This design comes from an exercise in tuning for small area on the open sky130 flow, not from production work. In this exercise RTL edits were held to simulation tests only and were not proved equivalent to the original. Power is estimated from default activity; no workload was simulated.

== run 1 ==
// SAL_ARBITER_RR_64TO1
module SAL_ARBITER_RR_64TO1
#(
    parameter   REQ_CNT                 = 64
  , parameter   REQ_CNT_LG2             = $clog2(REQ_CNT)
  , parameter   DATA_WIDTH              = 12
)
(
    input   wire                        clk
  , input   wire                        rst_n
  , input   wire    [REQ_CNT-1:0]       req_arr_i
  , input   wire    [REQ_CNT*DATA_WIDTH-1:0] data_arr_i   
  , output  wire    [REQ_CNT-1:0]       gnt_arr_o
  , output  logic                       req_o
  , output  logic   [DATA_WIDTH-1:0]    data_o
  , input   wire                        gnt_i
);
clock: 5.5 ns
lec_check: 0
cap_margin: 20
core_area: 10 10 170 170
cts_buf_list: sky130_fd_sc_hd__clkbuf_8
die_area: 0 0 180 180
gpl_timing_driven: 0
slew_margin: 20
synth_hierarchical: 1
standard.sh (not shown) runs the stock make flow with config.mk's settings and CLKGATE_MAP_FILE= SYNTH_SCRIPT=/design/flow/synth_recipe.tcl, a recipe that flattens the netlist after the stock synthesis.
==> flow/flow/run.sh <==
#!/bin/bash
# The standard layout, with three changes:
#  - every combinational cell of the synthesized netlist starts at the
#    smallest-area variant of its type (downsize.tcl); timing repair in the
#    placement sizes up the ones the timing needs;
#  - every port is buffered by the smallest buffer cell (buf_1) instead of the
#    cell buffer_ports picks by default;
#  - the ports are placed by requester, in order around the die (pins.tcl),
#    one routing track apart, so that the die can be small.
set -euo pipefail
export BUFFER_PORTS_ARGS="-buffer_cell sky130_fd_sc_hd__buf_1"
export PRE_IO_PLACEMENT_TCL="$PWD/flow/pins.tcl"
export PLACE_PINS_ARGS="-min_distance 1 -min_distance_in_tracks"
R=orfs/results/$FLOW_PLATFORM/SAL_ARBITER_RR_64TO1/base
bash standard.sh synth > synth.log 2>&1
ODB_IN=$R/1_synth.odb ODB_OUT=$R/1_synth.odb DONT_USE_CELLS="" \
  openroad -no_init -exit flow/downsize.tcl > downsize.log 2>&1
bash standard.sh > layout.log 2>&1
==> flow/flow/pins.tcl <==
# Pin placement constraints, read before place_pins (PRE_IO_PLACEMENT_TCL).
# Each requester's ports (its request, its 12 data bits and its grant) stay
# together and in order, and the requesters go around the die's edge in
# order: 0-19 on the bottom edge, 20-31 on the right, 32-51 on the top and
# 52-63 on the left. A leaf's and a middle node's requesters are then
# neighbours, and so is the logic that serves them.
set die [[ord::get_db_block] getDieArea]
set W [expr {[$die xMax] / 1000.0}]
set H [expr {[$die yMax] / 1000.0}]
set m 2.0
proc req_pins {k} {
  set names [list "req_arr_i\[$k\]"]
  for {set b 0} {$b < 12} {incr b} { lappend names "data_arr_i\[[expr {12*$k + $b}]\]" }
  lappend names "gnt_arr_o\[$k\]"
  return $names
}
# edge, first requester, number of requesters, edge length; the bottom and
# right edges run in increasing coordinates, the top and left in decreasing,
# so the order is continuous around the die.
foreach {edge first count len} [list bottom 0 20 $W right 20 12 $H top 32 20 $W left 52 12 $H] {
  set step [expr {($len - 2*$m) / $count}]
  for {set i 0} {$i < $count} {incr i} {
    set k [expr {$first + $i}]
    if {$edge eq "bottom" || $edge eq "right"} {
      set lo [expr {$m + $i*$step}]
    } else {
      set lo [expr {$len - $m - ($i+1)*$step}]
    }
    set hi [expr {$lo + $step}]
    set_io_pin_constraint -pin_names [req_pins $k] -region $edge:[format %.2f $lo]-[format %.2f $hi]
    set_io_pin_constraint -pin_names [req_pins $k] -group -order
  }
}
Other scripts of this flow, unchanged in this note and not shown: flow/flow/downsize.tcl
Here is what was changed in the inputs of run 2 compared with run 1.
- DIE_AREA changed from 0 0 180 180 to 0 0 270 270
- CORE_AREA changed from 10 10 170 170 to 10 10 260 260
- SETUP_SLACK_MARGIN newly set to 0.15
--- a/flow/flow/run.sh
+++ b/flow/flow/run.sh
@@ -7,4 +7,3 @@
 #    cell buffer_ports picks by default;
-#  - the ports are placed by requester, in order around the die (pins.tcl),
-#    one routing track apart, so that the die can be small.
+#  - the ports are placed by requester, in order around the die (pins.tcl).
 set -euo pipefail
@@ -12,3 +11,2 @@
 export PRE_IO_PLACEMENT_TCL="$PWD/flow/pins.tcl"
-export PLACE_PINS_ARGS="-min_distance 1 -min_distance_in_tracks"
 R=orfs/results/$FLOW_PLATFORM/SAL_ARBITER_RR_64TO1/base
--- a/flow/flow/pins.tcl
+++ b/flow/flow/pins.tcl
@@ -9,3 +9,3 @@
 set H [expr {[$die yMax] / 1000.0}]
-set m 2.0
+set m 3.0
 proc req_pins {k} {
## What came out
Comparing run 2 and run 1, the lower wire length is on run 1.
Going from run 1 to run 2, share of cell area taken by flip-flops and latches lower, number of violations reported at the end of detailed-routing iteration 0 increased 34, overall power consumption rose by about 8%, layout-stage area growth over the synthesis result went up 14 points, placeable core area went up about 150%.
Delta (run 2 minus run 1): setup slack fell 0.21 ns; share of the clock period used by the worst path rose 3.8 points; hold slack fell 0.0072 ns; horizontal die dimension rose 50%; switching component of the power rose 120 uW.
Input changes introduced in run 3 (baseline for comparison: run 2):
- a deleted SETUP_SLACK_MARGIN that had been 0.15
- a deleted CTS_BUF_LIST that had been sky130_fd_sc_hd__clkbuf_8
- a change of DIE_AREA from 0 0 270 270 to 0 0 180 180
- a change of CORE_AREA from 10 10 260 260 to 10 10 170 170
--- a/flow/flow/run.sh
+++ b/flow/flow/run.sh
@@ -1,3 +1,3 @@
 #!/bin/bash
-# The standard layout, with three changes:
+# The standard layout, with four changes:
 #  - every combinational cell of the synthesized netlist starts at the
@@ -7,3 +7,5 @@
 #    cell buffer_ports picks by default;
-#  - the ports are placed by requester, in order around the die (pins.tcl).
+#  - the ports are placed by requester, in order around the die (pins.tcl),
+#    one routing track apart, so that the die can be small;
+#  - the clock tree gets no dummy loads.
 set -euo pipefail
@@ -11,2 +13,4 @@
 export PRE_IO_PLACEMENT_TCL="$PWD/flow/pins.tcl"
+export PLACE_PINS_ARGS="-min_distance 1 -min_distance_in_tracks"
+export CTS_ARGS="-sink_clustering_enable -repair_clock_nets -buf_list sky130_fd_sc_hd__clkbuf_8 -dont_use_dummy_load"
 R=orfs/results/$FLOW_PLATFORM/SAL_ARBITER_RR_64TO1/base
--- a/flow/flow/pins.tcl
+++ b/flow/flow/pins.tcl
@@ -9,3 +9,3 @@
 set H [expr {[$die yMax] / 1000.0}]
-set m 3.0
+set m 2.0
 proc req_pins {k} {
Notes after the runs:
Run 3: full flow OK, the timing, design-rule and antenna checks passed
From run 2 to run 3 the numbers moved as follows: share of power burned in the clock network dropped 2.5 points; worst slew margin relative to its limit climbed 18 points; routed wire length dropped about 6%.

========
SAL_ARBITER_RR_64TO1, a different RTL version from the one above (not shown whole).
Size: ~1200 cells after synthesis, ~910 I/O pins.
## SAL_ARBITER_RR_64TO1
module SAL_ARBITER_RR_64TO1
#(
    parameter   REQ_CNT                 = 64
  , parameter   REQ_CNT_LG2             = $clog2(REQ_CNT)
  , parameter   DATA_WIDTH              = 12
)
(
    input   wire                        clk
  , input   wire                        rst_n
  , input   wire    [REQ_CNT-1:0]       req_arr_i
  , input   wire    [REQ_CNT*DATA_WIDTH-1:0] data_arr_i   
  , output  wire    [REQ_CNT-1:0]       gnt_arr_o
  , output  logic                       req_o
  , output  logic   [DATA_WIDTH-1:0]    data_o
  , input   wire                        gnt_i
);
export LEC_CHECK = 0
export CAP_MARGIN = 20
export CORE_AREA = 10 10 260 260
export CTS_BUF_LIST = sky130_fd_sc_hd__clkbuf_8
export DIE_AREA = 0 0 270 270
export GPL_TIMING_DRIVEN = 0
export SLEW_MARGIN = 20
export SYNTH_HIERARCHICAL = 1
create_clock -name core_clock -period 5.5 [get_ports {clk}]
==> flow/flow/run.sh <==
#!/bin/bash
# The standard layout, with three changes:
#  - every combinational cell of the synthesized netlist starts at the
#    smallest-area variant of its type (downsize.tcl); timing repair in the
#    placement sizes up the ones the timing needs;
#  - every port is buffered by the smallest buffer cell (buf_1) instead of the
#    cell buffer_ports picks by default;
#  - the ports are placed by requester, in order around the die (pins.tcl).
set -euo pipefail
export BUFFER_PORTS_ARGS="-buffer_cell sky130_fd_sc_hd__buf_1"
export PRE_IO_PLACEMENT_TCL="$PWD/flow/pins.tcl"
R=orfs/results/$FLOW_PLATFORM/SAL_ARBITER_RR_64TO1/base
bash standard.sh synth > synth.log 2>&1
ODB_IN=$R/1_synth.odb ODB_OUT=$R/1_synth.odb DONT_USE_CELLS="" \
  openroad -no_init -exit flow/downsize.tcl > downsize.log 2>&1
bash standard.sh > layout.log 2>&1
==> flow/flow/pins.tcl <==
# Pin placement constraints, read before place_pins (PRE_IO_PLACEMENT_TCL).
# Each requester's ports (its request, its 12 data bits and its grant) stay
# together and in order, and the requesters go around the die's edge in
# order: 0-19 on the bottom edge, 20-31 on the right, 32-51 on the top and
# 52-63 on the left. A leaf's and a middle node's requesters are then
# neighbours, and so is the logic that serves them.
set die [[ord::get_db_block] getDieArea]
set W [expr {[$die xMax] / 1000.0}]
set H [expr {[$die yMax] / 1000.0}]
set m 3.0
proc req_pins {k} {
  set names [list "req_arr_i\[$k\]"]
  for {set b 0} {$b < 12} {incr b} { lappend names "data_arr_i\[[expr {12*$k + $b}]\]" }
  lappend names "gnt_arr_o\[$k\]"
  return $names
}
# edge, first requester, number of requesters, edge length; the bottom and
# right edges run in increasing coordinates, the top and left in decreasing,
# so the order is continuous around the die.
foreach {edge first count len} [list bottom 0 20 $W right 20 12 $H top 32 20 $W left 52 12 $H] {
  set step [expr {($len - 2*$m) / $count}]
  for {set i 0} {$i < $count} {incr i} {
    set k [expr {$first + $i}]
    if {$edge eq "bottom" || $edge eq "right"} {
      set lo [expr {$m + $i*$step}]
    } else {
      set lo [expr {$len - $m - ($i+1)*$step}]
    }
    set hi [expr {$lo + $step}]
    set_io_pin_constraint -pin_names [req_pins $k] -region $edge:[format %.2f $lo]-[format %.2f $hi]
    set_io_pin_constraint -pin_names [req_pins $k] -group -order
  }
}
Other scripts of this flow, unchanged in this note and not shown: flow/flow/downsize.tcl
The starting point completed without violations.
Change:
--- a/flow/flow/run.sh
+++ b/flow/flow/run.sh
@@ -1,3 +1,3 @@
 #!/bin/bash
-# The standard layout, with three changes:
+# The standard layout, with two changes:
 #  - every combinational cell of the synthesized netlist starts at the
@@ -6,7 +6,5 @@
 #  - every port is buffered by the smallest buffer cell (buf_1) instead of the
-#    cell buffer_ports picks by default;
-#  - the ports are placed by requester, in order around the die (pins.tcl).
+#    cell buffer_ports picks by default.
 set -euo pipefail
 export BUFFER_PORTS_ARGS="-buffer_cell sky130_fd_sc_hd__buf_1"
-export PRE_IO_PLACEMENT_TCL="$PWD/flow/pins.tcl"
 R=orfs/results/$FLOW_PLATFORM/SAL_ARBITER_RR_64TO1/base
CTS_BUF_LIST = not set   (was sky130_fd_sc_hd__clkbuf_8)
GPL_TIMING_DRIVEN = not set   (was 0)
removed: flow/flow/pins.tcl
Result: The changed run went through all stages and came out clean; wire length went up by about 30%; sequential power stays flat; sequential cell count is unchanged; final area went up by about 8%; core utilization went up by 1.5 points; synthesized area does not change; setup slack gets better by 150 ps; die area does not change.

========
Setup of lagoon:
SAL_ARBITER_RR_64TO1, a different RTL version from the one above (not shown whole).
For scale: ~1,000 cells after synthesis, ~7000 sq um of cells after synthesis.
==> flow/design.v (excerpt) <==
module SAL_ARBITER_RR_64TO1
#(
    parameter   REQ_CNT                 = 64
  , parameter   REQ_CNT_LG2             = $clog2(REQ_CNT)
  , parameter   DATA_WIDTH              = 12
)
(
    input   wire                        clk
  , input   wire                        rst_n
  , input   wire    [REQ_CNT-1:0]       req_arr_i
  , input   wire    [REQ_CNT*DATA_WIDTH-1:0] data_arr_i   
  , output  wire    [REQ_CNT-1:0]       gnt_arr_o
  , output  logic                       req_o
  , output  logic   [DATA_WIDTH-1:0]    data_o
  , input   wire                        gnt_i
);
==> flow/config.mk <==
export PLATFORM = sky130hd
export DESIGN_NAME = SAL_ARBITER_RR_64TO1
export DESIGN_NICKNAME = SAL_ARBITER_RR_64TO1
export VERILOG_FILES = /design/flow/design.v
export SDC_FILE = /design/flow/constraint.sdc
export NUM_CORES = 4
export LEC_CHECK = 0
export CAP_MARGIN = 20
export CORE_AREA = 10 10 180 180
export DIE_AREA = 0 0 190 190
export GPL_TIMING_DRIVEN = 0
export SLEW_MARGIN = 20
export SYNTH_HIERARCHICAL = 1
==> flow/constraint.sdc <==
create_clock -name core_clock -period 5.5 [get_ports {clk}]
set_input_delay 1.1000 -clock core_clock [delete_from_list [all_inputs] [get_ports {clk}]]
set_output_delay 1.1000 -clock core_clock [all_outputs]
set_load 0.01 [all_outputs]
==> flow/flow/run.sh <==
#!/bin/bash
# The standard layout, with four changes:
#  - every combinational cell of the synthesized netlist starts at the
#    smallest-area variant of its type (downsize.tcl); timing repair in the
#    placement sizes up the ones the timing needs;
#  - every port is buffered by the smallest buffer cell (buf_1) instead of the
#    cell buffer_ports picks by default;
#  - the ports are placed by requester, in order around the die (pins.tcl),
#    one routing track apart, so that the die can be small;
#  - the clock tree gets no dummy loads.
set -euo pipefail
export BUFFER_PORTS_ARGS="-buffer_cell sky130_fd_sc_hd__buf_1"
export PRE_IO_PLACEMENT_TCL="$PWD/flow/pins.tcl"
export PLACE_PINS_ARGS="-min_distance 1 -min_distance_in_tracks"
export CTS_ARGS="-sink_clustering_enable -repair_clock_nets -buf_list sky130_fd_sc_hd__clkbuf_8 -dont_use_dummy_load"
R=orfs/results/$FLOW_PLATFORM/SAL_ARBITER_RR_64TO1/base
bash standard.sh synth > synth.log 2>&1
ODB_IN=$R/1_synth.odb ODB_OUT=$R/1_synth.odb DONT_USE_CELLS="" \
  openroad -no_init -exit flow/downsize.tcl > downsize.log 2>&1
bash standard.sh > layout.log 2>&1
Other scripts of this flow, unchanged in this note and not shown: flow/flow/downsize.tcl, flow/flow/pins.tcl
Edits applied to the flow inputs when going from lagoon to juniper:
- DIE_AREA: 0 0 190 190 -> 0 0 180 180
- CORE_AREA: 10 10 180 180 -> 10 10 170 170
==> results.txt <==
No run among juniper and lagoon stopped early or left any final violation; all are clean.
| global-route usage | lower: lagoon |
Per the comparison of juniper with lagoon, placed instance count fell 2.3%, multi-input logic portion of the cell area rose 0.24 points.
From lagoon to juniper the numbers moved as follows: critical path arrival grew by 50 ps, hold violation total from the final report flat, wire length dropped about 5%, share of the cycle needed by the critical path after routing picked up an extra 1.0 points, worst setup slack has decreased.

-- separate check: timing with driven ports --
How much do the figures lean on ideal ports? The routed layouts below were timed once more, with nothing changed but the port constraints.
Step 1, drivers: a clkbuf_16 drives clk and a buf_2 each remaining input, both assumed.
Step 2 moves the port delays by t, midway between the first and last clock arrival at a register: inputs arrive t later, outputs are due t later. That takes back most of the time a late clock gives input paths.
Slacks: ideal ports / drivers / drivers and shift; pairs: ideal ports / drivers.
run | t, ns | slack for setup (ns) | hold WS [ns] | worst setup path at the end | clock arrival spread, ns
run 1 | 0.339 | 0.427 / 0.364 / 0.364 | 0.568 / 0.568 / 0.568 | input to output | 0.007 / 0.006
run 2 | 0.407 | 0.217 / 0.183 / 0.183 | 0.561 / 0.561 / 0.561 | input to output | 0.022 / 0.021
run 3 | 0.332 | 0.379 / 0.322 / 0.322 | 0.568 / 0.568 / 0.568 | input to output | 0.018 / 0.018
the first run of note 2 | 0.407 | 0.058 / 0.011 / 0.011 | 0.617 / 0.617 / 0.617 | input to output | 0.026 / 0.026
the second run of note 2 | 0.365 | 0.210 / 0.176 / 0.176 | 0.613 / 0.613 / 0.613 | input to output | 0.006 / 0.007
lagoon | 0.349 | 0.255 / 0.190 / 0.190 | 0.560 / 0.560 / 0.560 | input to output | 0.031 / 0.030
juniper | 0.334 | 0.199 / 0.141 / 0.141 | 0.560 / 0.560 / 0.560 | input to output | 0.021 / 0.022
After both steps setup and hold are still met in every run listed. The setup slack of lagoon, which loses most, moves by -0.065 ns with the drivers and by -0.065 ns with both steps.
